Source: an optimization exercise on an open RTL-to-GDS flow (aim: small area). Production flows keep margins and buffers that such runs may drop.
RTL that was checked went through simulation tests only; none was proved equivalent to the original.
No functional check of the RTL was part of run 4.
No activity file was given, so power comes from the tool's default toggle rates.

==> flow/design.v (outline; a module is shown in full before it is edited, if it fits) <==
// module O22AI: 5 lines
// module A22OI: 5 lines
// module NOR2: 5 lines
// module NAND2: 5 lines
// module NOR3B: 5 lines
// module NOR2B: 5 lines
// module NAND2B: 5 lines
// module O2BB2AI: 5 lines
// module A22O: 5 lines
// module O22A: 5 lines
// module A21OI: 5 lines
// module A221OI: 5 lines
// module O221AI: 5 lines
// module CFGV: 11 lines
// module NOR2V: 8 lines
// module ANDNV: 8 lines
// module PEOUT: 10 lines
// module IOSEL: 9 lines
// module SW4: 11 lines
// module SW5: 12 lines
// module SW6: 12 lines
// module XBN: 11 lines
// module XBP: 12 lines
// module FA: 6 lines
// module XNOR2: 5 lines
// module XOR2: 5 lines
// module O21AI: 5 lines
// module O211AI: 5 lines
// module INV: 5 lines
// module GI: 5 lines
// module GP: 5 lines
// module OR2: 5 lines
// module ALU: 652 lines
// module Core: 360 lines
module Core(clk, reset, config_en, config_in, config_out, in0, in1, in2, in3, in4, in5, in6, in7, out0, out1, out2, out3, out4, out5, out6, out7);
  // ...
==> flow/flow/run.sh <==
#!/bin/bash
# Own layout flow: the standard ORFS flow, except that
#  * synthesis maps the combinational logic with an area-oriented ABC script
#    (flow/abc_area.script) instead of ORFS's delay-oriented one; every other
#    synthesis pass (register mapping, flattening, renaming) is the standard flow's own;
#  * the ORFS variables listed in flow/extra_args (one NAME=value per line) are
#    passed to make on top of the standard flow's settings; a line DONT_USE_ADD=cells adds
#    cells to the platform's DONT_USE_CELLS list.
# The rest (floorplan, placement, CTS, routing, final) is the standard flow,
# run through a copy of the standard.sh. Each tool writes its full log under
# orfs/logs/ as usual; make's own output goes to flow.log.
set -euo pipefail
HERE=$(pwd)
FLOWDIR=$HERE/flow
mkdir -p $HERE/custom
# ORFS synth.tcl with the final technology-mapping abc call using our script
sed 's#^\(\s*\)log_cmd abc {\*}\$abc_args$#\1log_cmd abc {*}[lreplace $abc_args 1 1 '"$FLOWDIR"'/abc_area.script]#' \
    $FLOW_HOME/scripts/synth.tcl > $HERE/custom/synth.tcl
grep -q "abc_area.script\]" $HERE/custom/synth.tcl
# The standard flow's synthesis wrapper, sourcing the patched synth.tcl
sed 's#source \$::env(SCRIPTS_DIR)/synth.tcl#source '"$HERE"'/custom/synth.tcl#' synth_recipe.tcl > $HERE/custom/synth_recipe.tcl
grep -q "custom/synth.tcl" $HERE/custom/synth_recipe.tcl
# standard.sh with our synthesis script
sed 's#SYNTH_SCRIPT=[^ ]*synth_recipe.tcl#SYNTH_SCRIPT='"$HERE"'/custom/synth_recipe.tcl#' standard.sh > $HERE/custom/standard.sh
grep -q "custom/synth_recipe.tcl" $HERE/custom/standard.sh
EXTRA=()
if [[ -f $FLOWDIR/extra_args ]]; then
  while IFS= read -r line; do
    [[ -z "$line" || "$line" == \#* ]] && continue
    if [[ "$line" == DONT_USE_ADD=* ]]; then
      base=$(make --no-print-directory -C $FLOW_HOME DESIGN_CONFIG=$FLOW_CONFIG WORK_HOME=$HERE/orfs print-DONT_USE_CELLS 2>/dev/null | sed -n 's/^DONT_USE_CELLS: //p')
      [[ -n "$base" ]]
      EXTRA+=("DONT_USE_CELLS=$base ${line#DONT_USE_ADD=}")
    else
      EXTRA+=("$line")
    fi
  done < $FLOWDIR/extra_args
fi
printf '%s\n' "${EXTRA[@]}" > $HERE/custom/extra_args.used
bash $HERE/custom/standard.sh "${EXTRA[@]}" finish > $HERE/flow.log 2>&1
==> flow/flow/abc_area.script <==
&get -n
&st
&dch
&nf -p -R 1000 -F 8 -A 4 -C 32
&put
==> flow/flow/extra_args <==
CTS_ARGS=-sink_clustering_enable -repair_clock_nets -dont_use_dummy_load -sink_clustering_size 20 -sink_clustering_max_diameter 60
DONT_USE_ADD=sky130_fd_sc_hd__o21ai_0 sky130_fd_sc_hd__and2_0 sky130_fd_sc_hd__or2_0 sky130_fd_sc_hd__a21boi_0 sky130_fd_sc_hd__o311ai_0 sky130_fd_sc_hd__a2111oi_0 sky130_fd_sc_hd__a21bo_1 sky130_fd_sc_hd__a31o_1 sky130_fd_sc_hd__and4bb_1 sky130_fd_sc_hd__inv_1 sky130_fd_sc_hd__mux2_1 sky130_fd_sc_hd__mux4_1 sky130_fd_sc_hd__o211a_1 sky130_fd_sc_hd__o21ba_1 sky130_fd_sc_hd__o221a_1 sky130_fd_sc_hd__or2_1 sky130_fd_sc_hd__or3b_1 sky130_fd_sc_hd__or4b_1
BUFFER_PORTS_ARGS=-buffer_cell sky130_fd_sc_hd__buf_1
==> flow/standard.sh <==
#!/bin/bash
# synth_recipe.tcl (not shown) runs the flow's synth.tcl, then flattens the netlist and writes it again
# the make line also repeats each setting of config.mk as NAME=value (left out here)
make -C /OpenROAD-flow-scripts/flow DESIGN_CONFIG=/design/flow/config.mk WORK_HOME=/design/flow/orfs CLKGATE_MAP_FILE= SYNTH_SCRIPT=/design/flow/synth_recipe.tcl "${@:-finish}"
==> flow/config.mk <==
export PLATFORM = sky130hd
export DESIGN_NAME = Core
export DESIGN_NICKNAME = Core
export VERILOG_FILES = /design/flow/design.v
export SDC_FILE = /design/flow/constraint.sdc
export NUM_CORES = 8
export LEC_CHECK = 0
export CAP_MARGIN = 20
export CORE_MARGIN = 2
export CORE_UTILIZATION = 40
export SLEW_MARGIN = 20
export SYNTH_HIERARCHICAL = 1
==> flow/constraint.sdc <==
create_clock -name core_clock -period 10.0 [get_ports {clk}]
set_input_delay 2.0000 -clock core_clock [delete_from_list [all_inputs] [get_ports {clk}]]
set_output_delay 2.0000 -clock core_clock [all_outputs]
set_load 0.01 [all_outputs]
==> flow_summary.yaml, run 1 <==
pwr:
  power_density_mw_per_mm2: 393
  power_frac_seq: 0.164
  power_mw: 57.6
  p_int_mw: 25.0
  power_frac_comb: 0.755
  seq-power_mw: 9.44
critical_path:
  critPathRequiredTime_ns: 10.76
  slowest_delay_ns: 1.00
  reg2reg_depth: 25
  r2r_end: "alu_q11[2]"
  r2r_slack_ns: 0.47
finish:
  utilization: 0.461
  drive_gt1_frac: 0.104
  multi_input_area_share: 0.680
  seq_cells: 1136
  seq_area_mm2: 0.0284
  syn_to_final_growth_pct: 14.6
  bufAreaShareNonClock: 0.0523
  largest_reg_flops: 368
  top_area_cell_class: "multi-input gates"
  multi_input_gates: 12500
timing:
  slew_viol_final: 5
  hold_viol: 0
  clock_skew_ns: 0.154
  worstMarginPinSlew_ns: 1.51
  setup_slack_ns: 0.470
  setup_tns_ns: 0
  fmax_mhz: 105
die:
  pin_count: 261
grt:
  grt.total_usage: 0.385
  gr-total-overflow: 0
status:
  status: "failed layout checks"
  violations: "max-capacitance violations, max-slew violations"
yosys:
  synth_compound_area_frac: 0.320
  ys_ff_latch: 1136
  seq_area_frac_synth: 0.223
  synth_top_cell_by_area: "dfrtp_1"
route:
  route.met3.wl_um: 86400
  met1_length_um: 238000
  vias: 136000
  totalWireLength_um: 643000
  via_per_inst: 6.93
run:
  cap_viol_max_count: 1
==> module ALU, before the edit <==
module ALU(op, an, bn, y);
	input [3:0] op;
	input [15:0] an, bn;
	output [15:0] y;
	wire o_add = (op == 4'd0);
	wire o_sub = (op == 4'd1);
	wire o_mul = (op == 4'd2);
	wire o_and = (op == 4'd3);
	wire o_or  = (op == 4'd4);
	wire o_xor = (op == 4'd5);
	wire o_shl = (op == 4'd6);
	wire o_shr = (op == 4'd7);
	wire o_pa  = (op == 4'd8);
	wire o_pb  = (op == 4'd9);
	wire o_sh = o_shl | o_shr;
	wire o_one = o_add | o_sub;
	wire big = ~&bn[15:4];
	wire t00 = o_sub;                               
	wire t01 = o_add | o_or | o_xor | o_pb;         
	wire t10 = o_or | o_xor | o_pa | o_sub;         
	wire t11 = o_add | o_and | o_or | o_pb | o_pa;  
	wire [3:0] lo = {bn[1:0] == 2'd0, bn[1:0] == 2'd1, bn[1:0] == 2'd2, bn[1:0] == 2'd3};
	wire [3:0] hi = {4{o_sh}} & {bn[3:2] == 2'd0, bn[3:2] == 2'd1, bn[3:2] == 2'd2, bn[3:2] == 2'd3};
	wire kill = o_sh & big;
	wire so1 = o_shr | kill;
	wire so2 = ~o_shr | kill;
	wire cinn = ~o_sub;
	wire [15:0] x, yv, w, rn, decn;
	wire shrn = ~o_shr;
	wire muln = ~o_mul;
	wire onen = ~o_one;
	genvar i;
	generate for (i = 0; i < 16; i = i + 1) begin : g
		O22AI xm(.a1(o_shr), .a2(an[i]), .b1(shrn), .b2(an[15 - i]), .y(x[i]));
		O22AI ym(.a1(so1), .a2(rn[i]), .b1(so2), .b2(rn[15 - i]), .y(y[i]));
		NAND2 dn(.a(lo[i % 4]), .b(hi[i / 4]), .y(decn[i]));
		if (i == 0) begin : y0
			O211AI yg(.a1(muln), .a2(bn[i]), .b1(decn[i]), .c1(onen), .y(yv[i]));
		end else begin : yi
			O21AI yg(.a1(muln), .a2(bn[i]), .b1(decn[i]), .y(yv[i]));
		end
		assign w[i] = an[i] ? (bn[i] ? t00 : t01) : (bn[i] ? t10 : t11);
	end endgenerate
	wire wn0 = ~w[0];
	wire [15:0] ppn0;
	wire [14:0] ppn1;
	wire [13:0] ppn2;
	wire [12:0] ppn3;
	wire [11:0] ppn4;
	wire [10:0] ppn5;
	wire [9:0] ppn6;
	wire [8:0] ppn7;
	wire [7:0] ppn8;
	wire [6:0] ppn9;
	wire [5:0] ppn10;
	wire [4:0] ppn11;
	wire [3:0] ppn12;
	wire [2:0] ppn13;
	wire [1:0] ppn14;
	wire [0:0] ppn15;
	assign ppn0[0] = ~(x[0] & yv[0]);
	assign ppn0[1] = ~(x[1] & yv[0]);
	assign ppn0[2] = ~(x[2] & yv[0]);
	assign ppn0[3] = ~(x[3] & yv[0]);
	assign ppn0[4] = ~(x[4] & yv[0]);
	assign ppn0[5] = ~(x[5] & yv[0]);
	assign ppn0[6] = ~(x[6] & yv[0]);
	assign ppn0[7] = ~(x[7] & yv[0]);
	assign ppn0[8] = ~(x[8] & yv[0]);
	assign ppn0[9] = ~(x[9] & yv[0]);
	assign ppn0[10] = ~(x[10] & yv[0]);
	assign ppn0[11] = ~(x[11] & yv[0]);
	assign ppn0[12] = ~(x[12] & yv[0]);
	assign ppn0[13] = ~(x[13] & yv[0]);
	assign ppn0[14] = ~(x[14] & yv[0]);
	assign ppn0[15] = ~(x[15] & yv[0]);
	assign ppn1[0] = ~((x[0] & yv[1]) | w[1]);
	assign ppn1[1] = ~((x[1] & yv[1]) | w[2]);
	assign ppn1[2] = ~((x[2] & yv[1]) | w[3]);
	assign ppn1[3] = ~((x[3] & yv[1]) | w[4]);
	assign ppn1[4] = ~((x[4] & yv[1]) | w[5]);
	assign ppn1[5] = ~((x[5] & yv[1]) | w[6]);
	assign ppn1[6] = ~((x[6] & yv[1]) | w[7]);
	assign ppn1[7] = ~((x[7] & yv[1]) | w[8]);
	assign ppn1[8] = ~((x[8] & yv[1]) | w[9]);
	assign ppn1[9] = ~((x[9] & yv[1]) | w[10]);
	assign ppn1[10] = ~((x[10] & yv[1]) | w[11]);
	assign ppn1[11] = ~((x[11] & yv[1]) | w[12]);
	assign ppn1[12] = ~((x[12] & yv[1]) | w[13]);
	assign ppn1[13] = ~((x[13] & yv[1]) | w[14]);
	assign ppn1[14] = ~((x[14] & yv[1]) | w[15]);
	assign ppn2[0] = ~(x[0] & yv[2]);
	assign ppn2[1] = ~(x[1] & yv[2]);
	assign ppn2[2] = ~(x[2] & yv[2]);
	assign ppn2[3] = ~(x[3] & yv[2]);
	assign ppn2[4] = ~(x[4] & yv[2]);
	assign ppn2[5] = ~(x[5] & yv[2]);
	assign ppn2[6] = ~(x[6] & yv[2]);
	assign ppn2[7] = ~(x[7] & yv[2]);
	assign ppn2[8] = ~(x[8] & yv[2]);
	assign ppn2[9] = ~(x[9] & yv[2]);
	assign ppn2[10] = ~(x[10] & yv[2]);
	assign ppn2[11] = ~(x[11] & yv[2]);
	assign ppn2[12] = ~(x[12] & yv[2]);
	assign ppn2[13] = ~(x[13] & yv[2]);
	assign ppn3[0] = ~(x[0] & yv[3]);
	assign ppn3[1] = ~(x[1] & yv[3]);
	assign ppn3[2] = ~(x[2] & yv[3]);
	assign ppn3[3] = ~(x[3] & yv[3]);
	assign ppn3[4] = ~(x[4] & yv[3]);
	assign ppn3[5] = ~(x[5] & yv[3]);
	assign ppn3[6] = ~(x[6] & yv[3]);
	assign ppn3[7] = ~(x[7] & yv[3]);
	assign ppn3[8] = ~(x[8] & yv[3]);
	assign ppn3[9] = ~(x[9] & yv[3]);
	assign ppn3[10] = ~(x[10] & yv[3]);
	assign ppn3[11] = ~(x[11] & yv[3]);
	assign ppn3[12] = ~(x[12] & yv[3]);
	assign ppn4[0] = ~(x[0] & yv[4]);
	assign ppn4[1] = ~(x[1] & yv[4]);
	assign ppn4[2] = ~(x[2] & yv[4]);
	assign ppn4[3] = ~(x[3] & yv[4]);
	assign ppn4[4] = ~(x[4] & yv[4]);
	assign ppn4[5] = ~(x[5] & yv[4]);
	assign ppn4[6] = ~(x[6] & yv[4]);
	assign ppn4[7] = ~(x[7] & yv[4]);
	assign ppn4[8] = ~(x[8] & yv[4]);
	assign ppn4[9] = ~(x[9] & yv[4]);
	assign ppn4[10] = ~(x[10] & yv[4]);
	assign ppn4[11] = ~(x[11] & yv[4]);
	assign ppn5[0] = ~(x[0] & yv[5]);
	assign ppn5[1] = ~(x[1] & yv[5]);
	assign ppn5[2] = ~(x[2] & yv[5]);
	assign ppn5[3] = ~(x[3] & yv[5]);
	assign ppn5[4] = ~(x[4] & yv[5]);
	assign ppn5[5] = ~(x[5] & yv[5]);
	assign ppn5[6] = ~(x[6] & yv[5]);
	assign ppn5[7] = ~(x[7] & yv[5]);
	assign ppn5[8] = ~(x[8] & yv[5]);
	assign ppn5[9] = ~(x[9] & yv[5]);
	assign ppn5[10] = ~(x[10] & yv[5]);
	assign ppn6[0] = ~(x[0] & yv[6]);
	assign ppn6[1] = ~(x[1] & yv[6]);
	assign ppn6[2] = ~(x[2] & yv[6]);
	assign ppn6[3] = ~(x[3] & yv[6]);
	assign ppn6[4] = ~(x[4] & yv[6]);
	assign ppn6[5] = ~(x[5] & yv[6]);
	assign ppn6[6] = ~(x[6] & yv[6]);
	assign ppn6[7] = ~(x[7] & yv[6]);
	assign ppn6[8] = ~(x[8] & yv[6]);
	assign ppn6[9] = ~(x[9] & yv[6]);
	assign ppn7[0] = ~(x[0] & yv[7]);
	assign ppn7[1] = ~(x[1] & yv[7]);
	assign ppn7[2] = ~(x[2] & yv[7]);
	assign ppn7[3] = ~(x[3] & yv[7]);
	assign ppn7[4] = ~(x[4] & yv[7]);
	assign ppn7[5] = ~(x[5] & yv[7]);
	assign ppn7[6] = ~(x[6] & yv[7]);
	assign ppn7[7] = ~(x[7] & yv[7]);
	assign ppn7[8] = ~(x[8] & yv[7]);
	assign ppn8[0] = ~(x[0] & yv[8]);
	assign ppn8[1] = ~(x[1] & yv[8]);
	assign ppn8[2] = ~(x[2] & yv[8]);
	assign ppn8[3] = ~(x[3] & yv[8]);
	assign ppn8[4] = ~(x[4] & yv[8]);
	assign ppn8[5] = ~(x[5] & yv[8]);
	assign ppn8[6] = ~(x[6] & yv[8]);
	assign ppn8[7] = ~(x[7] & yv[8]);
	assign ppn9[0] = ~(x[0] & yv[9]);
	assign ppn9[1] = ~(x[1] & yv[9]);
	assign ppn9[2] = ~(x[2] & yv[9]);
	assign ppn9[3] = ~(x[3] & yv[9]);
	assign ppn9[4] = ~(x[4] & yv[9]);
	assign ppn9[5] = ~(x[5] & yv[9]);
	assign ppn9[6] = ~(x[6] & yv[9]);
	assign ppn10[0] = ~(x[0] & yv[10]);
	assign ppn10[1] = ~(x[1] & yv[10]);
	assign ppn10[2] = ~(x[2] & yv[10]);
	assign ppn10[3] = ~(x[3] & yv[10]);
	assign ppn10[4] = ~(x[4] & yv[10]);
	assign ppn10[5] = ~(x[5] & yv[10]);
	assign ppn11[0] = ~(x[0] & yv[11]);
	assign ppn11[1] = ~(x[1] & yv[11]);
	assign ppn11[2] = ~(x[2] & yv[11]);
	assign ppn11[3] = ~(x[3] & yv[11]);
	assign ppn11[4] = ~(x[4] & yv[11]);
	assign ppn12[0] = ~(x[0] & yv[12]);
	assign ppn12[1] = ~(x[1] & yv[12]);
	assign ppn12[2] = ~(x[2] & yv[12]);
	assign ppn12[3] = ~(x[3] & yv[12]);
	assign ppn13[0] = ~(x[0] & yv[13]);
	assign ppn13[1] = ~(x[1] & yv[13]);
	assign ppn13[2] = ~(x[2] & yv[13]);
	assign ppn14[0] = ~(x[0] & yv[14]);
	assign ppn14[1] = ~(x[1] & yv[14]);
	assign ppn15[0] = ~(x[0] & yv[15]);
	wire n1;
	wire n2;
	XNOR2 hx2(.a(ppn0[13]), .b(ppn10[3]), .y(n1));
	OR2 ho2(.a(ppn0[13]), .b(ppn10[3]), .y(n2));
	wire n3;
	wire n4;
	FA fa4(.a(ppn0[14]), .b(ppn10[4]), .c(ppn11[3]), .s(n3), .co(n4));
	wire n5;
	wire n6;
	XNOR2 hx6(.a(ppn12[2]), .b(ppn13[1]), .y(n5));
	OR2 ho6(.a(ppn12[2]), .b(ppn13[1]), .y(n6));
	wire n7;
	wire n8;
	XNOR2 hx8(.a(ppn0[9]), .b(ppn2[7]), .y(n7));
	OR2 ho8(.a(ppn0[9]), .b(ppn2[7]), .y(n8));
	wire n9;
	wire n10;
	FA fa10(.a(ppn0[10]), .b(ppn10[0]), .c(ppn2[8]), .s(n9), .co(n10));
	wire n11;
	wire n12;
	XNOR2 hx12(.a(ppn3[7]), .b(ppn4[6]), .y(n11));
	OR2 ho12(.a(ppn3[7]), .b(ppn4[6]), .y(n12));
	wire n13;
	wire n14;
	FA fa14(.a(ppn0[11]), .b(ppn10[1]), .c(ppn11[0]), .s(n13), .co(n14));
	wire n15;
	wire n16;
	FA fa16(.a(ppn2[9]), .b(ppn3[8]), .c(ppn4[7]), .s(n15), .co(n16));
	wire n17;
	wire n18;
	XNOR2 hx18(.a(ppn5[6]), .b(ppn6[5]), .y(n17));
	OR2 ho18(.a(ppn5[6]), .b(ppn6[5]), .y(n18));
	wire n19;
	wire n20;
	FA fa20(.a(ppn0[12]), .b(ppn10[2]), .c(ppn11[1]), .s(n19), .co(n20));
	wire n21;
	wire n22;
	FA fa22(.a(ppn12[0]), .b(ppn2[10]), .c(ppn3[9]), .s(n21), .co(n22));
	wire n23;
	wire n24;
	FA fa24(.a(ppn4[8]), .b(ppn5[7]), .c(ppn6[6]), .s(n23), .co(n24));
	wire n25;
	wire n26;
	XNOR2 hx26(.a(ppn7[5]), .b(ppn8[4]), .y(n25));
	OR2 ho26(.a(ppn7[5]), .b(ppn8[4]), .y(n26));
	wire n27;
	wire n28;
	FA fa28(.a(ppn11[2]), .b(ppn12[1]), .c(ppn13[0]), .s(n27), .co(n28));
	wire n29;
	wire n30;
	FA fa30(.a(ppn2[11]), .b(ppn3[10]), .c(ppn4[9]), .s(n29), .co(n30));
	wire n31;
	wire n32;
	FA fa32(.a(ppn5[8]), .b(ppn6[7]), .c(ppn7[6]), .s(n31), .co(n32));
	wire n33;
	wire n34;
	FA fa34(.a(ppn8[5]), .b(ppn9[4]), .c(ppn1[12]), .s(n33), .co(n34));
	wire n35;
	wire n36;
	FA fa36(.a(ppn14[0]), .b(ppn2[12]), .c(ppn3[11]), .s(n35), .co(n36));
	wire n37;
	wire n38;
	FA fa38(.a(ppn4[10]), .b(ppn5[9]), .c(ppn6[8]), .s(n37), .co(n38));
	wire n39;
	wire n40;
	FA fa40(.a(ppn7[7]), .b(ppn8[6]), .c(ppn9[5]), .s(n39), .co(n40));
	wire n41;
	wire n42;
	FA fa42(.a(ppn1[13]), .b(n2), .c(n5), .s(n41), .co(n42));
	wire n43;
	wire n44;
	XNOR2 hx44(.a(ppn0[6]), .b(ppn2[4]), .y(n43));
	OR2 ho44(.a(ppn0[6]), .b(ppn2[4]), .y(n44));
	wire n45;
	wire n46;
	FA fa46(.a(ppn0[7]), .b(ppn2[5]), .c(ppn3[4]), .s(n45), .co(n46));
	wire n47;
	wire n48;
	XNOR2 hx48(.a(ppn4[3]), .b(ppn5[2]), .y(n47));
	OR2 ho48(.a(ppn4[3]), .b(ppn5[2]), .y(n48));
	wire n49;
	wire n50;
	FA fa50(.a(ppn0[8]), .b(ppn2[6]), .c(ppn3[5]), .s(n49), .co(n50));
	wire n51;
	wire n52;
	FA fa52(.a(ppn4[4]), .b(ppn5[3]), .c(ppn6[2]), .s(n51), .co(n52));
	wire n53;
	wire n54;
	XNOR2 hx54(.a(ppn7[1]), .b(ppn8[0]), .y(n53));
	OR2 ho54(.a(ppn7[1]), .b(ppn8[0]), .y(n54));
	wire n55;
	wire n56;
	FA fa56(.a(ppn3[6]), .b(ppn4[5]), .c(ppn5[4]), .s(n55), .co(n56));
	wire n57;
	wire n58;
	FA fa58(.a(ppn6[3]), .b(ppn7[2]), .c(ppn8[1]), .s(n57), .co(n58));
	wire n59;
	wire n60;
	FA fa60(.a(ppn9[0]), .b(ppn1[8]), .c(n7), .s(n59), .co(n60));
	wire n61;
	wire n62;
	FA fa62(.a(ppn5[5]), .b(ppn6[4]), .c(ppn7[3]), .s(n61), .co(n62));
	wire n63;
	wire n64;
	FA fa64(.a(ppn8[2]), .b(ppn9[1]), .c(ppn1[9]), .s(n63), .co(n64));
	wire n65;
	wire n66;
	FA fa66(.a(n8), .b(n11), .c(n9), .s(n65), .co(n66));
	wire n67;
	wire n68;
	FA fa68(.a(ppn7[4]), .b(ppn8[3]), .c(ppn9[2]), .s(n67), .co(n68));
	wire n69;
	wire n70;
	FA fa70(.a(ppn1[10]), .b(n12), .c(n17), .s(n69), .co(n70));
	wire n71;
	wire n72;
	FA fa72(.a(n10), .b(n13), .c(n15), .s(n71), .co(n72));
	wire n73;
	wire n74;
	FA fa74(.a(ppn9[3]), .b(ppn1[11]), .c(n18), .s(n73), .co(n74));
	wire n75;
	wire n76;
	FA fa76(.a(n25), .b(n14), .c(n16), .s(n75), .co(n76));
	wire n77;
	wire n78;
	FA fa78(.a(n19), .b(n21), .c(n23), .s(n77), .co(n78));
	wire n79;
	wire n80;
	FA fa80(.a(n26), .b(n1), .c(n20), .s(n79), .co(n80));
	wire n81;
	wire n82;
	FA fa82(.a(n22), .b(n24), .c(n27), .s(n81), .co(n82));
	wire n83;
	wire n84;
	FA fa84(.a(n29), .b(n31), .c(n33), .s(n83), .co(n84));
	wire n85;
	wire n86;
	FA fa86(.a(n28), .b(n30), .c(n32), .s(n85), .co(n86));
	wire n87;
	wire n88;
	FA fa88(.a(n3), .b(n35), .c(n37), .s(n87), .co(n88));
	wire n89;
	wire n90;
	FA fa90(.a(n39), .b(n34), .c(n41), .s(n89), .co(n90));
	wire n91;
	wire n92;
	XNOR2 hx92(.a(ppn0[4]), .b(ppn2[2]), .y(n91));
	OR2 ho92(.a(ppn0[4]), .b(ppn2[2]), .y(n92));
	wire n93;
	wire n94;
	FA fa94(.a(ppn0[5]), .b(ppn2[3]), .c(ppn3[2]), .s(n93), .co(n94));
	wire n95;
	wire n96;
	XNOR2 hx96(.a(ppn4[1]), .b(ppn5[0]), .y(n95));
	OR2 ho96(.a(ppn4[1]), .b(ppn5[0]), .y(n96));
	wire n97;
	wire n98;
	FA fa98(.a(ppn3[3]), .b(ppn4[2]), .c(ppn5[1]), .s(n97), .co(n98));
	wire n99;
	wire n100;
	FA fa100(.a(ppn6[0]), .b(ppn1[5]), .c(n43), .s(n99), .co(n100));
	wire n101;
	wire n102;
	FA fa102(.a(ppn6[1]), .b(ppn7[0]), .c(ppn1[6]), .s(n101), .co(n102));
	wire n103;
	wire n104;
	FA fa104(.a(n44), .b(n47), .c(n45), .s(n103), .co(n104));
	wire n105;
	wire n106;
	FA fa106(.a(ppn1[7]), .b(n48), .c(n53), .s(n105), .co(n106));
	wire n107;
	wire n108;
	FA fa108(.a(n46), .b(n49), .c(n51), .s(n107), .co(n108));
	wire n109;
	wire n110;
	FA fa110(.a(n54), .b(n50), .c(n52), .s(n109), .co(n110));
	wire n111;
	wire n112;
	FA fa112(.a(n55), .b(n57), .c(n59), .s(n111), .co(n112));
	wire n113;
	wire n114;
	FA fa114(.a(n56), .b(n58), .c(n61), .s(n113), .co(n114));
	wire n115;
	wire n116;
	FA fa116(.a(n63), .b(n60), .c(n65), .s(n115), .co(n116));
	wire n117;
	wire n118;
	FA fa118(.a(n62), .b(n67), .c(n64), .s(n117), .co(n118));
	wire n119;
	wire n120;
	FA fa120(.a(n69), .b(n66), .c(n71), .s(n119), .co(n120));
	wire n121;
	wire n122;
	FA fa122(.a(n68), .b(n70), .c(n73), .s(n121), .co(n122));
	wire n123;
	wire n124;
	FA fa124(.a(n72), .b(n75), .c(n77), .s(n123), .co(n124));
	wire n125;
	wire n126;
	FA fa126(.a(n74), .b(n76), .c(n78), .s(n125), .co(n126));
	wire n127;
	wire n128;
	FA fa128(.a(n79), .b(n81), .c(n83), .s(n127), .co(n128));
	wire n129;
	wire n130;
	FA fa130(.a(n80), .b(n82), .c(n85), .s(n129), .co(n130));
	wire n131;
	wire n132;
	FA fa132(.a(n84), .b(n87), .c(n89), .s(n131), .co(n132));
	wire n133;
	wire n134;
	XNOR2 hx134(.a(ppn0[3]), .b(ppn2[1]), .y(n133));
	OR2 ho134(.a(ppn0[3]), .b(ppn2[1]), .y(n134));
	wire n135;
	wire n136;
	FA fa136(.a(ppn3[1]), .b(ppn4[0]), .c(ppn1[3]), .s(n135), .co(n136));
	wire n137;
	wire n138;
	FA fa138(.a(ppn1[4]), .b(n92), .c(n95), .s(n137), .co(n138));
	wire n139;
	wire n140;
	FA fa140(.a(n96), .b(n94), .c(n97), .s(n139), .co(n140));
	wire n141;
	wire n142;
	FA fa142(.a(n98), .b(n101), .c(n100), .s(n141), .co(n142));
	wire n143;
	wire n144;
	FA fa144(.a(n102), .b(n105), .c(n104), .s(n143), .co(n144));
	wire n145;
	wire n146;
	FA fa146(.a(n106), .b(n108), .c(n109), .s(n145), .co(n146));
	wire n147;
	wire n148;
	FA fa148(.a(n110), .b(n113), .c(n112), .s(n147), .co(n148));
	wire n149;
	wire n150;
	FA fa150(.a(n114), .b(n117), .c(n116), .s(n149), .co(n150));
	wire n151;
	wire n152;
	FA fa152(.a(n118), .b(n121), .c(n120), .s(n151), .co(n152));
	wire n153;
	wire n154;
	FA fa154(.a(n122), .b(n124), .c(n125), .s(n153), .co(n154));
	wire n155;
	wire n156;
	FA fa156(.a(n126), .b(n129), .c(n128), .s(n155), .co(n156));
	wire n157;
	wire n158;
	XNOR2 hx158(.a(cinn), .b(ppn0[0]), .y(n157));
	OR2 ho158(.a(cinn), .b(ppn0[0]), .y(n158));
	wire n159;
	wire n160;
	XNOR2 hx160(.a(ppn0[1]), .b(ppn1[0]), .y(n159));
	OR2 ho160(.a(ppn0[1]), .b(ppn1[0]), .y(n160));
	wire n161;
	wire n162;
	FA fa162(.a(ppn0[2]), .b(ppn2[0]), .c(ppn1[1]), .s(n161), .co(n162));
	wire n163;
	wire n164;
	FA fa164(.a(ppn3[0]), .b(ppn1[2]), .c(n133), .s(n163), .co(n164));
	wire n165;
	wire n166;
	FA fa166(.a(n134), .b(n91), .c(n135), .s(n165), .co(n166));
	wire n167;
	wire n168;
	FA fa168(.a(n93), .b(n136), .c(n137), .s(n167), .co(n168));
	wire n169;
	wire n170;
	FA fa170(.a(n138), .b(n99), .c(n139), .s(n169), .co(n170));
	wire n171;
	wire n172;
	FA fa172(.a(n140), .b(n103), .c(n141), .s(n171), .co(n172));
	wire n173;
	wire n174;
	FA fa174(.a(n107), .b(n142), .c(n143), .s(n173), .co(n174));
	wire n175;
	wire n176;
	FA fa176(.a(n111), .b(n144), .c(n145), .s(n175), .co(n176));
	wire n177;
	wire n178;
	FA fa178(.a(n146), .b(n115), .c(n147), .s(n177), .co(n178));
	wire n179;
	wire n180;
	FA fa180(.a(n119), .b(n148), .c(n149), .s(n179), .co(n180));
	wire n181;
	wire n182;
	FA fa182(.a(n123), .b(n150), .c(n151), .s(n181), .co(n182));
	wire n183;
	wire n184;
	FA fa184(.a(n127), .b(n152), .c(n153), .s(n183), .co(n184));
	wire n185;
	wire n186;
	FA fa186(.a(n131), .b(n154), .c(n155), .s(n185), .co(n186));
	wire n187;
	wire n188;
	XNOR2 hx188(.a(wn0), .b(n157), .y(n187));
	OR2 ho188(.a(wn0), .b(n157), .y(n188));
	wire n189;
	wire n190;
	FA fa190(.a(n158), .b(n159), .c(n188), .s(n189), .co(n190));
	wire n191;
	wire n192;
	FA fa192(.a(n160), .b(n161), .c(n190), .s(n191), .co(n192));
	wire n193;
	wire n194;
	FA fa194(.a(n162), .b(n163), .c(n192), .s(n193), .co(n194));
	wire n195;
	wire n196;
	FA fa196(.a(n164), .b(n165), .c(n194), .s(n195), .co(n196));
	wire n197;
	wire n198;
	FA fa198(.a(n166), .b(n167), .c(n196), .s(n197), .co(n198));
	wire n199;
	wire n200;
	FA fa200(.a(n168), .b(n169), .c(n198), .s(n199), .co(n200));
	wire n201;
	wire n202;
	FA fa202(.a(n170), .b(n171), .c(n200), .s(n201), .co(n202));
	wire g8 = ~(n172 | n173);
	wire tp8 = ~(n172 & n173);
	wire h8 = n172 ^ n173;
	wire g9 = ~(n174 | n175);
	wire tp9 = ~(n174 & n175);
	wire h9 = n174 ^ n175;
	wire g10 = ~(n176 | n177);
	wire tp10 = ~(n176 & n177);
	wire h10 = n176 ^ n177;
	wire g11 = ~(n178 | n179);
	wire tp11 = ~(n178 & n179);
	wire h11 = n178 ^ n179;
	wire g12 = ~(n180 | n181);
	wire tp12 = ~(n180 & n181);
	wire h12 = n180 ^ n181;
	wire g13 = ~(n182 | n183);
	wire tp13 = ~(n182 & n183);
	wire h13 = n182 ^ n183;
	wire g14 = ~(n184 | n185);
	wire tp14 = ~(n184 & n185);
	wire h14 = n184 ^ n185;
	wire n203;
	INV iv203(.a(n202), .y(n203));
	wire n204;
	GI gi204(.gh(g8), .th(tp8), .gl(n203), .y(n204));
	wire n205;
	GI gi205(.gh(g10), .th(tp10), .gl(g9), .y(n205));
	wire n206;
	assign n206 = ~(tp10 & tp9);
	wire n207;
	GI gi207(.gh(g12), .th(tp12), .gl(g11), .y(n207));
	wire n208;
	assign n208 = ~(tp12 & tp11);
	wire n209;
	GI gi209(.gh(g14), .th(tp14), .gl(g13), .y(n209));
	wire n210;
	assign n210 = ~(tp14 & tp13);
	wire n211;
	INV iv211(.a(n204), .y(n211));
	wire n212;
	GI gi212(.gh(g9), .th(tp9), .gl(n211), .y(n212));
	wire n213;
	GP gp213(.gh(n205), .th(n206), .gl(n204), .y(n213));
	wire n214;
	INV iv214(.a(n207), .y(n214));
	wire n215;
	INV iv215(.a(n208), .y(n215));
	wire n216;
	GI gi216(.gh(g13), .th(tp13), .gl(n214), .y(n216));
	wire n217;
	assign n217 = ~(tp13 & n215);
	wire n218;
	GP gp218(.gh(n209), .th(n210), .gl(n207), .y(n218));
	wire n219;
	assign n219 = ~(n210 | n208);
	wire n220;
	GI gi220(.gh(g11), .th(tp11), .gl(n213), .y(n220));
	wire n221;
	INV iv221(.a(n213), .y(n221));
	wire n222;
	GP gp222(.gh(n207), .th(n208), .gl(n221), .y(n222));
	wire n223;
	GP gp223(.gh(n216), .th(n217), .gl(n221), .y(n223));
	wire n224;
	GI gi224(.gh(n218), .th(n219), .gl(n213), .y(n224));
	wire n225;
	XOR2 xo225(.a(ppn0[15]), .b(ppn10[5]), .y(n225));
	wire n226;
	XOR2 xo226(.a(ppn11[4]), .b(ppn12[3]), .y(n226));
	wire n227;
	XOR2 xo227(.a(ppn13[2]), .b(ppn14[1]), .y(n227));
	wire n228;
	XOR2 xo228(.a(ppn15[0]), .b(ppn2[13]), .y(n228));
	wire n229;
	XOR2 xo229(.a(ppn3[12]), .b(ppn4[11]), .y(n229));
	wire n230;
	XOR2 xo230(.a(ppn5[10]), .b(ppn6[9]), .y(n230));
	wire n231;
	XOR2 xo231(.a(ppn7[8]), .b(ppn8[7]), .y(n231));
	wire n232;
	XOR2 xo232(.a(ppn9[6]), .b(ppn1[14]), .y(n232));
	wire n233;
	XOR2 xo233(.a(n225), .b(n226), .y(n233));
	wire n234;
	XOR2 xo234(.a(n227), .b(n228), .y(n234));
	wire n235;
	XOR2 xo235(.a(n229), .b(n230), .y(n235));
	wire n236;
	XOR2 xo236(.a(n231), .b(n6), .y(n236));
	wire n237;
	XOR2 xo237(.a(n232), .b(n233), .y(n237));
	wire n238;
	XOR2 xo238(.a(n234), .b(n235), .y(n238));
	wire n239;
	XOR2 xo239(.a(n236), .b(n36), .y(n239));
	wire n240;
	XOR2 xo240(.a(n38), .b(n4), .y(n240));
	wire n241;
	XOR2 xo241(.a(n40), .b(n237), .y(n241));
	wire n242;
	XOR2 xo242(.a(n238), .b(n239), .y(n242));
	wire n243;
	XOR2 xo243(.a(n240), .b(n42), .y(n243));
	wire n244;
	XOR2 xo244(.a(n241), .b(n242), .y(n244));
	wire n245;
	XOR2 xo245(.a(n86), .b(n243), .y(n245));
	wire n246;
	XOR2 xo246(.a(n88), .b(n244), .y(n246));
	wire n247;
	XOR2 xo247(.a(n245), .b(n90), .y(n247));
	wire n248;
	XOR2 xo248(.a(n246), .b(n130), .y(n248));
	wire n249;
	XOR2 xo249(.a(n247), .b(n248), .y(n249));
	wire n250;
	XOR2 xo250(.a(n132), .b(n249), .y(n250));
	wire n251;
	XOR2 xo251(.a(n250), .b(n156), .y(n251));
	wire n252;
	XOR2 xo252(.a(n251), .b(n186), .y(n252));
	assign rn[0] = n187;
	assign rn[1] = n189;
	assign rn[2] = n191;
	assign rn[3] = n193;
	assign rn[4] = n195;
	assign rn[5] = n197;
	assign rn[6] = n199;
	assign rn[7] = n201;
	assign rn[8] = (h8 ^ n202);
	assign rn[9] = (h9 ^ n204);
	assign rn[10] = (h10 ^ n212);
	assign rn[11] = ~(h11 ^ n213);
	assign rn[12] = (h12 ^ n220);
	assign rn[13] = ~(h13 ^ n222);
	assign rn[14] = ~(h14 ^ n223);
	assign rn[15] = (n252 ^ ~n224);
endmodule
==> inputs of run 2 (changes only) <==
--- a/flow/design.v
+++ b/flow/design.v
@@ -730,23 +730,30 @@
 	wire g8 = ~(n172 | n173);
 	wire tp8 = ~(n172 & n173);
-	wire h8 = n172 ^ n173;
+	wire h8;
+	XOR2 px8(.a(n172), .b(n173), .y(h8));
 	wire g9 = ~(n174 | n175);
 	wire tp9 = ~(n174 & n175);
-	wire h9 = n174 ^ n175;
+	wire h9;
+	XOR2 px9(.a(n174), .b(n175), .y(h9));
 	wire g10 = ~(n176 | n177);
 	wire tp10 = ~(n176 & n177);
-	wire h10 = n176 ^ n177;
+	wire h10;
+	XOR2 px10(.a(n176), .b(n177), .y(h10));
 	wire g11 = ~(n178 | n179);
 	wire tp11 = ~(n178 & n179);
-	wire h11 = n178 ^ n179;
+	wire h11;
+	XOR2 px11(.a(n178), .b(n179), .y(h11));
 	wire g12 = ~(n180 | n181);
 	wire tp12 = ~(n180 & n181);
-	wire h12 = n180 ^ n181;
+	wire h12;
+	XOR2 px12(.a(n180), .b(n181), .y(h12));
 	wire g13 = ~(n182 | n183);
 	wire tp13 = ~(n182 & n183);
-	wire h13 = n182 ^ n183;
+	wire h13;
+	XOR2 px13(.a(n182), .b(n183), .y(h13));
 	wire g14 = ~(n184 | n185);
 	wire tp14 = ~(n184 & n185);
-	wire h14 = n184 ^ n185;
+	wire h14;
+	XOR2 px14(.a(n184), .b(n185), .y(h14));
 	wire n203;
 	INV iv203(.a(n202), .y(n203));
--- a/flow/config.mk
+++ b/flow/config.mk
@@ -6,7 +6,7 @@
 export NUM_CORES = 8
 export LEC_CHECK = 0
-export CAP_MARGIN = 20
+export CAP_MARGIN = 30
 export CORE_MARGIN = 2
 export CORE_UTILIZATION = 40
-export SLEW_MARGIN = 20
+export SLEW_MARGIN = 30
 export SYNTH_HIERARCHICAL = 1
==> run 2 against run 1 <==
Against the previous run: global-route usage up 1.6 points; synthesized cell count down 1.2%; critical path depth up 1; clock power up 6.0%; non-clock buffer count up 81; area after synthesis down 1.7%; maximum frequency up 4.0%; largest power group unchanged; register-to-register slack better by 0.37 ns; worst setup slack better by 0.37 ns; the run now finishes clean; flip-flop and latch count unchanged; hold slack better by 0.0099 ns; sequential share of layout area up 0.14 points.
==> flow_summary.yaml, run 2 <==
finish:
  syn_to_final_growth_pct: 15.7
  utilization: 0.465
  fillers: 30300
  final_common_cell: "nand2_1"
  largest_reg_flops: 368
  final_cell_mix: "3008 x nand2_1, 1376 x fa_1, 1135 x dfrtp_1"
  final_net_count: 16800
  drive_gt1_frac: 0.115
  top_register: "cfg"
timing:
  finalCritPeriodShare: 0.916
  rsz0062_at_grt: "false"
  min_period_ns: 9.16
  fmax_mhz: 109
  slew_viol_final: 0
  clock_skew_ns: 0.181
  setup_viol: 0
  hold_viol: 0
  worstMarginPinSlew_ns: 1.21
  slew_headroom: 0.191
  setup_tns_ns: 0
placement:
  io_buffer_count: 260
  gp_congestion: 1.07
  dpl.hpwl_um: 485000
clocking:
  tritoncts: "yes"
  postCtsHoldBufs: 0
  path_clk_slew_ns: 0.08
  cts_made_buffers: 158
  numClockSinks: 1136
  cts-root-buf: "clkbuf_16"
  clock_path_buffers: 4
  clk-insertion-delay-late_ns: 0.99
  cts_resized: 0
  cts_max_level: 4
  post-cts-setup-buffer-count: 0
die:
  rows: 205
  core_mm2: 0.312
  initial_core_util: 0.402
  die_area_mm2: 0.318
  pin_count: 261
  die_h_um: 564
  fp.dieW_um: 564
critical_path:
  cp-start-kind: "flip-flop"
  arrival_ns: 9.89
  slowest_stage: "dfrtp_1"
  crit_family: "compound AO/OA/AOI/OAI gates"
  crit_path_end_kind: "flip-flop"
  path_class: "flip-flop to flip-flop"
  path_max_fanout: 19
  cp_common_cell: "fa_1"
  slowest_delay_ns: 0.98
  path_buf_inv: 5
  critPathRequiredTime_ns: 10.73
route:
  route.met3.wl_um: 94400
  routedWlPerCell_um: 33.8
  vias: 137000
  via_per_inst: 7.02
  drtIter0Drc: 24000
  top_layer_used: "met5"
  drtPass1Iterations: 12
  met1_length_um: 241000
  met2_length_um: 261000
  drt.antenna.violating_nets: 0
  drc: 0
  totalWireLength_um: 658000
pwr:
  p_clk_frac: 0.086
  ir_worst_vdd_mv: 0.274
  power_density_mw_per_mm2: 397
  swShare: 0.568
  p_int_mw: 24.9
  power_frac_seq: 0.167
  power.leakage_nw: 47.6
  power_frac_comb: 0.747
  power_switching_mw: 32.8
grt:
  antenna_found_initial: 44
  grt.total_usage: 0.402
  gr-total-overflow: 0
  grt_max_degree: 165
  first_global_vias: 127000
  grt_pass1_wl_um: 935000
yosys:
  ys_ff_latch: 1136
  synth.avg_cell_area_um2: 9.01
  synth_top_flop_cell: "dfrtp_1"
  synth-edff-count: 0
  synthesis.area_mm2: 0.126
  synth_cell_types: 34
  synth_most_common_cell: "nand2_1"
  postSynth.asyncResetShare: 1.00
  synth_common_cells: "3008 x nand2_1, 1376 x fa_1, 1152 x o22ai_1"
  syn_inst: 13900
  seq_area_frac_synth: 0.226
  yosysWarnings: 7
  synth_nets: 15400
  synthTopCellsByArea: "dfrtp_1 23%, fa_1 22%, nand2_1 9.0%"
  synth_top_cell_by_area: "dfrtp_1"
  yosysTopAreaCellShare: 0.226
status:
  status: "complete, no violations"
min_path:
  hp-class: "flip-flop to flip-flop"
run:
  cap_viol_max_count: 0
run 2: cell count changes in the layout (fill, tap and decap cells not counted), sizes merged, moves of 32 or more:
cell	before	now
nor2	536	664
o21ai	736	768
buf	1114	1159
or3	24	56
clkinv	465	129
nand2	2880	3008
clkbuf	151	188
xor2	528	624
ha	224	0
nor3b	72	24
and3	0	32
run 2: cell type report:
class	count	area, um2	area share
antenna	46	115	0.000792
sequential	1136	28400	0.196
timing repair buffer	1201	8090	0.0557
clock buffer	158	3950	0.0272
inverter	130	522	0.00359
multi-input combinational	12700	99000	0.681
tap	4140	5180	0.0357
run 2: cell families after synthesis:
group                      share of synthesized area
AOI/OAI and AO/OA                              0.325
xor gates and xnor gates                      0.0659
adders and majority gates                      0.219
buffers and inverters                        0.00389
DFF                                            0.226
muxes                                        0.00614
and+or+nand+nor                                0.154
run 2: routing by layer:
| layer | vias to the layer above | global-route usage |
|---|---|---|
| met4 | 44 | 0.296 |
| met2 | 10400 | 0.552 |
| met1 | 67200 | 0.499 |
| li1 | 56500 | - |
| met5 | - | 0.0110 |
| met3 | 2527 | 0.170 |
run 2: modules after synthesis, one instance, submodules excluded, excerpt:
module | cells inside | area, um2 | flops+latches
O21AI | 1 | 5.00 | 0
O221AI | 1 | 8.76 | 0
O2BB2AI | 2 | 8.76 | 0
XNOR2 | 1 | 8.76 | 0
FA | 1 | 20.0 | 0
GI | 1 | 5.00 | 0
ALU | 267 | 1240 | 0
GP | 1 | 5.00 | 0
OR2 | 1 | 6.26 | 0
A221OI | 1 | 8.76 | 0
NAND2 | 1 | 3.75 | 0
run 2: worst paths after layout:
check	depth (start not counted)	startpoint	to	slack, ns
min in group asynchronous	2	reset	mem_q8[9]	1.23
worst min register to register	1	cfg[261]	cfg[262]	0.46
max in group asynchronous	4	reset	alu_q6[5]	6.71
worst min-delay path	1	cfg[261]	cfg[262]	0.46
worst max-delay path	26	cfg[21]	alu_q12[13]	0.84
worst max register to register	26	cfg[21]	alu_q12[13]	0.84
run 2: stage by stage:
stage	hold slack, ns	area [um2]	cells	worst slack (ns)	total power [mW]
4_1_cts	0.471	145000	19400	1.15	55.4
6_report	0.458	145000	19500	0.839	57.7
5_1_grt	0.472	145000	19400	0.462	60.0
3_5_place_dp	0.507	141000	19200	1.17	50.4
2_1_floorplan	0.478	126000	13900	0.858	33.2
3_3_place_gp	0.499	140000	19200	1.16	49.9
run 2: power groups by stage:
stage / sequential [mW] / combinational, mW / clock [mW]
final: 9.63 / 43.1 / 4.95
after global routing: 9.66 / 45.3 / 5.10
after CTS: 9.34 / 41.2 / 4.90
after detailed placement: 9.38 / 41.0 / 0
after global placement: 9.36 / 40.5 / 0
after floorplan: 7.78 / 25.4 / 0
==> inputs of run 3 (changes only) <==
--- a/flow/config.mk
+++ b/flow/config.mk
@@ -6,7 +6,7 @@
 export NUM_CORES = 8
 export LEC_CHECK = 0
-export CAP_MARGIN = 30
+export CAP_MARGIN = 20
 export CORE_MARGIN = 2
 export CORE_UTILIZATION = 40
-export SLEW_MARGIN = 30
+export SLEW_MARGIN = 20
 export SYNTH_HIERARCHICAL = 1
==> run 3 against run 2 <==
Against the previous run: routed wire length is essentially flat; non-clock buffer count decreased by 46; still clean; first-iteration DRC count is 0.46% higher; critical path type unchanged; combinational power barely moved; final cell count down 0.28%.
==> flow_summary.yaml, run 3 <==
status:
  status: "complete, no violations"
critical_path:
  crit_family: "adder cells"
  cp-start-kind: "flip-flop"
  slowest_stage: "o22ai_2"
  path_buf_inv: 6
  path_class: "flip-flop to flip-flop"
  path_max_fanout: 19
  slowest_delay_ns: 1.01
  critPathRequiredTime_ns: 10.73
  cp_common_cell: "fa_1"
  arrival_ns: 10.04
  crit_path_end_kind: "flip-flop"
timing:
  setup_tns_ns: 0
  min_period_ns: 9.31
  rsz0062_at_grt: "false"
  finalCritPeriodShare: 0.931
  whs_ns: 0.456
  setup_slack_ns: 0.688
  fmax_mhz: 107
  slew_headroom: 0.0514
  setup_viol: 0
  clock_skew_ns: 0.173
  hold_viol: 0
  worstMarginPinSlew_ns: 1.42
  slew_viol_final: 0
yosys:
  synth.avg_cell_area_um2: 9.01
  synth_top_cell_by_area: "dfrtp_1"
  yosysWarnings: 7
  syn_inst: 13900
  synth_top_flop_cell: "dfrtp_1"
  synth_nets: 15400
  synthTopCellsByArea: "dfrtp_1 23%, fa_1 22%, nand2_1 9.0%"
  synth-edff-count: 0
  synth_common_cells: "3008 x nand2_1, 1376 x fa_1, 1152 x o22ai_1"
  synth_cell_types: 34
  postSynth.asyncResetShare: 1.00
  seq_area_frac_synth: 0.226
  synthesis.area_mm2: 0.126
  ys_ff_latch: 1136
  yosysTopAreaCellShare: 0.226
  synth_most_common_cell: "nand2_1"
finish:
  finalInstanceArea_mm2: 0.144
  final_net_count: 16800
  final_common_cell: "nand2_1"
  drive_gt1_frac: 0.108
  top_register: "cfg"
  seq_area_mm2: 0.0284
  fillers: 30300
  syn_to_final_growth_pct: 15.0
  utilization: 0.462
  fin_cells: 19400
  final_cell_mix: "3008 x nand2_1, 1376 x fa_1, 1135 x dfrtp_1"
  largest_reg_flops: 368
  multi_input_area_mm2: 0.0985
clocking:
  cts-root-buf: "clkbuf_16"
  numClockSinks: 1136
  cts_resized: 0
  cts_max_level: 4
  post-cts-setup-buffer-count: 0
  tritoncts: "yes"
  path_clk_slew_ns: 0.09
  postCtsHoldBufs: 0
  clock_path_buffers: 4
  cts_made_buffers: 153
  clk-insertion-delay-late_ns: 0.99
grt:
  grt_max_degree: 165
  gr-total-overflow: 0
  grt.total_usage: 0.401
  first_global_vias: 127000
  grt_pass1_wl_um: 934000
  antenna_found_initial: 48
pwr:
  power.leakage_nw: 47.2
  swShare: 0.570
  power_density_mw_per_mm2: 397
  power_frac_comb: 0.748
  ir_worst_vdd_mv: 0.292
  power_mw: 57.2
  p_int_mw: 24.6
  power_frac_seq: 0.167
  power_switching_mw: 32.6
  p_clk_frac: 0.085
run:
  cap_viol_max_count: 0
die:
  die_h_um: 564
  fp.dieW_um: 564
  die_area_mm2: 0.318
  rows: 205
  initial_core_util: 0.402
  core_mm2: 0.312
  pin_count: 261
route:
  via_per_inst: 7.03
  totalWireLength_um: 657000
  drt.antenna.violating_nets: 0
  drc: 0
  drtIter0Drc: 24100
  routedWlPerCell_um: 33.8
  drtPass1Iterations: 10
  vias: 137000
placement:
  post_dp_cell_area_mm2: 0.140
  placed_cells: 19200
  dpl.hpwl_um: 485000
  io_buffer_count: 260
  gp_congestion: 1.07
  dp_slack_ns: 0.980
min_path:
  hp-class: "flip-flop to flip-flop"
-- run 3: final timing paths --
kind | cells past startpoint | to | startpoint | slack (ns)
worst max-delay path | 29 | alu_q13[13] | cfg[231] | 0.69
worst min-delay path | 1 | cfg[253] | cfg[252] | 0.46
worst max register to register | 29 | alu_q13[13] | cfg[231] | 0.69
worst min register to register | 1 | cfg[253] | cfg[252] | 0.46
max in group asynchronous | 4 | mem_q6[6] | reset | 6.69
min in group asynchronous | 2 | alu_q12[9] | reset | 1.21
-- run 3: logic make-up after synthesis --
| group | Yosys count | share of synthesized area |
|---|---|---|
| buffers and inverters | 130 | 0.00389 |
| adders and majority gates | 1376 | 0.219 |
| AOI/OAI and AO/OA | 5736 | 0.325 |
| and+or+nand+nor | 4544 | 0.154 |
| muxes | 72 | 0.00614 |
| DFF | 1136 | 0.226 |
| xor gates and xnor gates | 944 | 0.0659 |
-- run 3: area by class of cell --
type / count / area share
antenna: 42 / 0.000728
clock buffer: 153 / 0.0265
inverter: 130 / 0.00361
multi-input combinational: 12700 / 0.682
sequential: 1136 / 0.197
tap: 4140 / 0.0359
timing repair buffer: 1155 / 0.0540
-- run 3: power by group through the flow --
stage | Clock (mW) | Sequential (mW) | Combinational (mW)
final | 4.84 | 9.57 | 42.8
after global routing | 4.99 | 9.59 | 45.0
after CTS | 4.81 | 9.29 | 41.1
after detailed placement | 0 | 9.33 | 40.8
after global placement | 0 | 9.36 | 40.5
after floorplan | 0 | 7.78 | 25.4
-- run 3: metal layers --
| metal | vias to the layer above | wire [um] | track usage |
|---|---|---|---|
| met5 | - | 858 | 0.00938 |
| met4 | 63 | 61700 | 0.298 |
| li1 | 56400 | - | - |
| met3 | 2579 | 94900 | 0.166 |
| met1 | 67100 | 239000 | 0.499 |
| met2 | 10500 | 261000 | 0.552 |
-- run 3: Yosys stat by module (local to each module, per instance), a selection --
| module | flops+latches | area, um2 | cells | times used |
|---|---|---|---|---|
| XOR2 | 0 | 8.76 | 1 | 560 |
| FA | 0 | 20.0 | 1 | 1376 |
| INV | 0 | 3.75 | 1 | 80 |
| GI | 0 | 5.00 | 1 | 128 |
| NOR2B | 0 | 6.26 | 1 | 128 |
| OR2 | 0 | 6.26 | 1 | 240 |
| O211AI | 0 | 7.51 | 1 | 16 |
| A221OI | 0 | 8.76 | 1 | 640 |
| NOR2 | 0 | 3.75 | 1 | 128 |
| O2BB2AI | 0 | 8.76 | 2 | 128 |
==> inputs of run 4 (changes only) <==
--- a/flow/design.v
+++ b/flow/design.v
@@ -728,132 +728,105 @@
 	wire n202;
 	FA fa202(.a(n170), .b(n171), .c(n200), .s(n201), .co(n202));
-	wire g8 = ~(n172 | n173);
-	wire tp8 = ~(n172 & n173);
-	wire h8;
-	XOR2 px8(.a(n172), .b(n173), .y(h8));
-	wire g9 = ~(n174 | n175);
-	wire tp9 = ~(n174 & n175);
-	wire h9;
-	XOR2 px9(.a(n174), .b(n175), .y(h9));
+	wire n203;
+	wire n204;
+	FA fa204(.a(n172), .b(n173), .c(n202), .s(n203), .co(n204));
+	wire n205;
+	wire n206;
+	FA fa206(.a(n174), .b(n175), .c(n204), .s(n205), .co(n206));
 	wire g10 = ~(n176 | n177);
 	wire tp10 = ~(n176 & n177);
-	wire h10;
-	XOR2 px10(.a(n176), .b(n177), .y(h10));
+	wire h10 = n176 ^ n177;
 	wire g11 = ~(n178 | n179);
 	wire tp11 = ~(n178 & n179);
-	wire h11;
-	XOR2 px11(.a(n178), .b(n179), .y(h11));
+	wire h11 = n178 ^ n179;
 	wire g12 = ~(n180 | n181);
 	wire tp12 = ~(n180 & n181);
-	wire h12;
-	XOR2 px12(.a(n180), .b(n181), .y(h12));
+	wire h12 = n180 ^ n181;
 	wire g13 = ~(n182 | n183);
 	wire tp13 = ~(n182 & n183);
-	wire h13;
-	XOR2 px13(.a(n182), .b(n183), .y(h13));
+	wire h13 = n182 ^ n183;
 	wire g14 = ~(n184 | n185);
 	wire tp14 = ~(n184 & n185);
-	wire h14;
-	XOR2 px14(.a(n184), .b(n185), .y(h14));
-	wire n203;
-	INV iv203(.a(n202), .y(n203));
-	wire n204;
-	GI gi204(.gh(g8), .th(tp8), .gl(n203), .y(n204));
-	wire n205;
-	GI gi205(.gh(g10), .th(tp10), .gl(g9), .y(n205));
-	wire n206;
-	assign n206 = ~(tp10 & tp9);
+	wire h14 = n184 ^ n185;
 	wire n207;
-	GI gi207(.gh(g12), .th(tp12), .gl(g11), .y(n207));
+	INV iv207(.a(n206), .y(n207));
 	wire n208;
-	assign n208 = ~(tp12 & tp11);
+	GI gi208(.gh(g10), .th(tp10), .gl(n207), .y(n208));
 	wire n209;
-	GI gi209(.gh(g14), .th(tp14), .gl(g13), .y(n209));
+	GI gi209(.gh(g12), .th(tp12), .gl(g11), .y(n209));
 	wire n210;
-	assign n210 = ~(tp14 & tp13);
+	assign n210 = ~(tp12 & tp11);
 	wire n211;
-	INV iv211(.a(n204), .y(n211));
+	GI gi211(.gh(g14), .th(tp14), .gl(g13), .y(n211));
 	wire n212;
-	GI gi212(.gh(g9), .th(tp9), .gl(n211), .y(n212));
+	assign n212 = ~(tp14 & tp13);
 	wire n213;
-	GP gp213(.gh(n205), .th(n206), .gl(n204), .y(n213));
+	INV iv213(.a(n208), .y(n213));
 	wire n214;
-	INV iv214(.a(n207), .y(n214));
+	GI gi214(.gh(g11), .th(tp11), .gl(n213), .y(n214));
 	wire n215;
-	INV iv215(.a(n208), .y(n215));
+	GP gp215(.gh(n209), .th(n210), .gl(n208), .y(n215));
 	wire n216;
-	GI gi216(.gh(g13), .th(tp13), .gl(n214), .y(n216));
+	GI gi216(.gh(g13), .th(tp13), .gl(n215), .y(n216));
 	wire n217;
-	assign n217 = ~(tp13 & n215);
+	INV iv217(.a(n215), .y(n217));
 	wire n218;
-	GP gp218(.gh(n209), .th(n210), .gl(n207), .y(n218));
+	GP gp218(.gh(n211), .th(n212), .gl(n217), .y(n218));
 	wire n219;
-	assign n219 = ~(n210 | n208);
+	XOR2 xo219(.a(ppn0[15]), .b(ppn10[5]), .y(n219));
 	wire n220;
-	GI gi220(.gh(g11), .th(tp11), .gl(n213), .y(n220));
+	XOR2 xo220(.a(ppn11[4]), .b(ppn12[3]), .y(n220));
 	wire n221;
-	INV iv221(.a(n213), .y(n221));
+	XOR2 xo221(.a(ppn13[2]), .b(ppn14[1]), .y(n221));
 	wire n222;
-	GP gp222(.gh(n207), .th(n208), .gl(n221), .y(n222));
+	XOR2 xo222(.a(ppn15[0]), .b(ppn2[13]), .y(n222));
 	wire n223;
-	GP gp223(.gh(n216), .th(n217), .gl(n221), .y(n223));
+	XOR2 xo223(.a(ppn3[12]), .b(ppn4[11]), .y(n223));
 	wire n224;
-	GI gi224(.gh(n218), .th(n219), .gl(n213), .y(n224));
+	XOR2 xo224(.a(ppn5[10]), .b(ppn6[9]), .y(n224));
 	wire n225;
-	XOR2 xo225(.a(ppn0[15]), .b(ppn10[5]), .y(n225));
+	XOR2 xo225(.a(ppn7[8]), .b(ppn8[7]), .y(n225));
 	wire n226;
-	XOR2 xo226(.a(ppn11[4]), .b(ppn12[3]), .y(n226));
+	XOR2 xo226(.a(ppn9[6]), .b(ppn1[14]), .y(n226));
 	wire n227;
-	XOR2 xo227(.a(ppn13[2]), .b(ppn14[1]), .y(n227));
+	XOR2 xo227(.a(n219), .b(n220), .y(n227));
 	wire n228;
-	XOR2 xo228(.a(ppn15[0]), .b(ppn2[13]), .y(n228));
+	XOR2 xo228(.a(n221), .b(n222), .y(n228));
 	wire n229;
-	XOR2 xo229(.a(ppn3[12]), .b(ppn4[11]), .y(n229));
+	XOR2 xo229(.a(n223), .b(n224), .y(n229));
 	wire n230;
-	XOR2 xo230(.a(ppn5[10]), .b(ppn6[9]), .y(n230));
+	XOR2 xo230(.a(n225), .b(n6), .y(n230));
 	wire n231;
-	XOR2 xo231(.a(ppn7[8]), .b(ppn8[7]), .y(n231));
+	XOR2 xo231(.a(n226), .b(n227), .y(n231));
 	wire n232;
-	XOR2 xo232(.a(ppn9[6]), .b(ppn1[14]), .y(n232));
+	XOR2 xo232(.a(n228), .b(n229), .y(n232));
 	wire n233;
-	XOR2 xo233(.a(n225), .b(n226), .y(n233));
+	XOR2 xo233(.a(n230), .b(n36), .y(n233));
 	wire n234;
-	XOR2 xo234(.a(n227), .b(n228), .y(n234));
+	XOR2 xo234(.a(n38), .b(n4), .y(n234));
 	wire n235;
-	XOR2 xo235(.a(n229), .b(n230), .y(n235));
+	XOR2 xo235(.a(n40), .b(n231), .y(n235));
 	wire n236;
-	XOR2 xo236(.a(n231), .b(n6), .y(n236));
+	XOR2 xo236(.a(n232), .b(n233), .y(n236));
 	wire n237;
-	XOR2 xo237(.a(n232), .b(n233), .y(n237));
+	XOR2 xo237(.a(n234), .b(n42), .y(n237));
 	wire n238;
-	XOR2 xo238(.a(n234), .b(n235), .y(n238));
+	XOR2 xo238(.a(n235), .b(n236), .y(n238));
 	wire n239;
-	XOR2 xo239(.a(n236), .b(n36), .y(n239));
+	XOR2 xo239(.a(n86), .b(n237), .y(n239));
 	wire n240;
-	XOR2 xo240(.a(n38), .b(n4), .y(n240));
+	XOR2 xo240(.a(n88), .b(n238), .y(n240));
 	wire n241;
-	XOR2 xo241(.a(n40), .b(n237), .y(n241));
+	XOR2 xo241(.a(n239), .b(n90), .y(n241));
 	wire n242;
-	XOR2 xo242(.a(n238), .b(n239), .y(n242));
+	XOR2 xo242(.a(n240), .b(n130), .y(n242));
 	wire n243;
-	XOR2 xo243(.a(n240), .b(n42), .y(n243));
+	XOR2 xo243(.a(n241), .b(n242), .y(n243));
 	wire n244;
-	XOR2 xo244(.a(n241), .b(n242), .y(n244));
+	XOR2 xo244(.a(n132), .b(n243), .y(n244));
 	wire n245;
-	XOR2 xo245(.a(n86), .b(n243), .y(n245));
+	XOR2 xo245(.a(n244), .b(n156), .y(n245));
 	wire n246;
-	XOR2 xo246(.a(n88), .b(n244), .y(n246));
-	wire n247;
-	XOR2 xo247(.a(n245), .b(n90), .y(n247));
-	wire n248;
-	XOR2 xo248(.a(n246), .b(n130), .y(n248));
-	wire n249;
-	XOR2 xo249(.a(n247), .b(n248), .y(n249));
-	wire n250;
-	XOR2 xo250(.a(n132), .b(n249), .y(n250));
-	wire n251;
-	XOR2 xo251(.a(n250), .b(n156), .y(n251));
-	wire n252;
-	XOR2 xo252(.a(n251), .b(n186), .y(n252));
+	XOR2 xo246(.a(n245), .b(n186), .y(n246));
 	assign rn[0] = n187;
 	assign rn[1] = n189;
@@ -864,12 +837,12 @@
 	assign rn[6] = n199;
 	assign rn[7] = n201;
-	assign rn[8] = (h8 ^ n202);
-	assign rn[9] = (h9 ^ n204);
-	assign rn[10] = (h10 ^ n212);
-	assign rn[11] = ~(h11 ^ n213);
-	assign rn[12] = (h12 ^ n220);
-	assign rn[13] = ~(h13 ^ n222);
-	assign rn[14] = ~(h14 ^ n223);
-	assign rn[15] = (n252 ^ ~n224);
+	assign rn[8] = n203;
+	assign rn[9] = n205;
+	assign rn[10] = (h10 ^ n206);
+	assign rn[11] = (h11 ^ n208);
+	assign rn[12] = (h12 ^ n214);
+	assign rn[13] = ~(h13 ^ n215);
+	assign rn[14] = (h14 ^ n216);
+	assign rn[15] = (n246 ^ n218);
 endmodule
 module Core(clk, reset, config_en, config_in, config_out, in0, in1, in2, in3, in4, in5, in6, in7, out0, out1, out2, out3, out4, out5, out6, out7);
--- a/flow/config.mk
+++ b/flow/config.mk
@@ -9,4 +9,5 @@
 export CORE_MARGIN = 2
 export CORE_UTILIZATION = 40
+export PLACE_DENSITY = 0.8
 export SLEW_MARGIN = 20
 export SYNTH_HIERARCHICAL = 1
==> run 4 against run 3 <==
Against the previous run: still clean; worst setup slack got worse by 0.37 ns; clock power shrank 17%; maximum frequency fell by 3.9%; sequential power shrank 3.7%; global-route usage is 1.6 points lower; area after synthesis rose by 0.62%; critical path depth increased by 1; non-clock buffer count increased by 7.
==> flow_summary.yaml, run 4 <==
yosys:
  yosysWarnings: 7
  synthTopCellsByArea: "dfrtp_1 23%, fa_1 22%, nand2_1 8.7%"
  synth_top_flop_cell: "dfrtp_1"
  synth_most_common_cell: "nand2_1"
  ys_ff_latch: 1136
  synth_cell_types: 36
  synth_common_cells: "2944 x nand2_1, 1408 x fa_1, 1152 x o22ai_1"
  seq_area_frac_synth: 0.225
  syn_inst: 13900
  synth_nets: 15600
  postSynth.asyncResetShare: 1.00
  synth-edff-count: 0
  synth.avg_cell_area_um2: 9.11
  synth_top_cell_by_area: "dfrtp_1"
status:
  status: "complete, no violations"
clocking:
  path_clk_slew_ns: 0.07
  post-cts-setup-buffer-count: 0
  cts-root-buf: "clkbuf_16"
  numClockSinks: 1136
  clock_path_buffers: 3
  cts_made_buffers: 120
pwr:
  power.leakage_nw: 47.6
  power_density_mw_per_mm2: 384
grt:
  gr-total-overflow: 0
  grt_pass1_wl_um: 917000
  antenna_found_initial: 65
  grt_max_degree: 177
  first_global_vias: 129000
  grt.total_usage: 0.386
die:
  die_h_um: 566
  rows: 206
  pin_count: 261
  fp.dieW_um: 566
  initial_core_util: 0.402
  die_area_mm2: 0.320
  core_mm2: 0.314
timing:
  fmax_mhz: 103
  finalCritPeriodShare: 0.969
  setup_viol: 0
  slew_headroom: 0.0481
  min_period_ns: 9.69
  slew_viol_final: 0
  setup_slack_ns: 0.314
  setup_tns_ns: 0
  worstMarginPinSlew_ns: 1.43
  rsz0062_at_grt: "false"
critical_path:
  arrival_ns: 10.39
  slowest_delay_ns: 0.97
  r2r_slack_ns: 0.31
  reg2reg_from: "cfg[21]"
  startpoint: "cfg[21]"
  cp_common_cell: "fa_1"
  path_class: "flip-flop to flip-flop"
  crit_path_end: "alu_q3[15]"
  path_max_fanout: 16
  reg2reg_depth: 30
  critPathRequiredTime_ns: 10.71
run:
  cap_viol_max_count: 0
route:
  drt.antenna.violating_nets: 0
  drtPass1Iterations: 20
  totalWireLength_um: 638000
  drc: 0
  via_per_inst: 7.14
placement:
  dpl.hpwl_um: 469000
  gp_congestion: 1.11
  io_buffer_count: 260
finish:
  final_common_cell: "nand2_1"
  syn_to_final_growth_pct: 14.1
  final_net_count: 16800
  largest_reg_flops: 368
min_path:
  hp-class: "flip-flop to flip-flop"
run 4: kinds of logic after synthesis:
kind of cell | Yosys count | synth area share
AO/OA/AOI/OAI | 5656 | 0.319
AND/OR/NAND/NOR | 4288 | 0.145
adder cells (fa/ha/maj) | 1568 | 0.239
flip-flops | 1136 | 0.225
XOR/XNOR | 800 | 0.0555
buffers and inverters | 338 | 0.0100
multiplexers | 72 | 0.00610
run 4: report_power, final:
group          switching [mW]  internal [mW]  total [mW]
clock                    1.95           2.07        4.02
sequential               2.63           6.58        9.22
combinational            26.8           15.3        42.0
run 4: area by class of cell:
class,instances,area (um2)
Timing Repair Buffer,1162,7970
Multi-Input combinational cell,12400,98000
Sequential cell,1136,28400
Fill cell,30000,170000
Inverter,338,1310
Tap cell,4160,5200
Antenna cell,86,215
Clock buffer,120,3000
run 4: timing repair:
item,CTS,global route
resized for setup,0,1
endpoints found under the setup margin,0,2
hold buffers,0,0
run 4: how the worst min path moves through the flow:
stage	startpoint	endpoint	depth (start not counted)
3_5_place_dp	cfg[277]	cfg[277]	1
3_3_place_gp	cfg[255]	cfg[255]	1
6_report	cfg[254]	cfg[255]	1
5_1_grt	cfg[274]	cfg[274]	1
4_1_cts	cfg[254]	cfg[255]	1
2_1_floorplan	cfg[272]	cfg[272]	1
run 4: critical path: cells and delay by family (launching register included):
kind	cells	cell delay [ns]
adders and majority gates	9	3.63
xor gates and xnor gates	2	0.42
AOI/OAI and AO/OA	10	2.73
buffers and inverters	5	1.29
and+or+nand+nor	4	0.87
DFF	1	0.61
run 4: per-module statistics from Yosys (local to each module, per instance), excerpt:
module	cells inside	cell area, um2
A22O	1	8.76
A22OI	1	7.51
O221AI	1	8.76
A21OI	1	5.00
O2BB2AI	2	8.76
O22A	1	8.76
GP	1	5.00
GI	1	5.00
O211AI	1	7.51
INV	1	3.75
OR2	1	6.26
XNOR2	1	8.76
NOR2B	1	6.26
run 4: metal layers:
| layer | wire length, um | vias up | global-route usage | part of all wire |
|---|---|---|---|---|
| li1 | - | 56000 | - | - |
| met1 | 215000 | 67300 | 0.452 | 0.34 |
| met2 | 255000 | 11800 | 0.534 | 0.40 |
| met3 | 96200 | 3338 | 0.171 | 0.15 |
| met4 | 71400 | 46 | 0.330 | 0.11 |
| met5 | 696 | - | 0.0180 | 0.0011 |
run 4: metrics by stage:
step | std cells | hold slack [ns] | instance area [um2] | power, mW | util
6_report | 19400 | 0.518 | 144000 | 55.3 | 0.458
5_1_grt | 19300 | 0.532 | 144000 | 57.5 | 0.458
4_1_cts | 19300 | 0.509 | 143000 | 52.8 | 0.456
3_5_place_dp | 19200 | 0.496 | 140000 | 48.7 | 0.446
3_3_place_gp | 19100 | 0.496 | 140000 | 47.8 | 0.446
2_1_floorplan | 13900 | 0.478 | 126000 | 32.2 | -

Setup slack of run 4, layout unchanged: 0.314 ns with ideal ports, 0.314 ns with driving cells assumed (clock clkbuf_16, inputs buf_2), 0.314 ns with port delays also shifted by the 0.913 ns mid clock arrival.
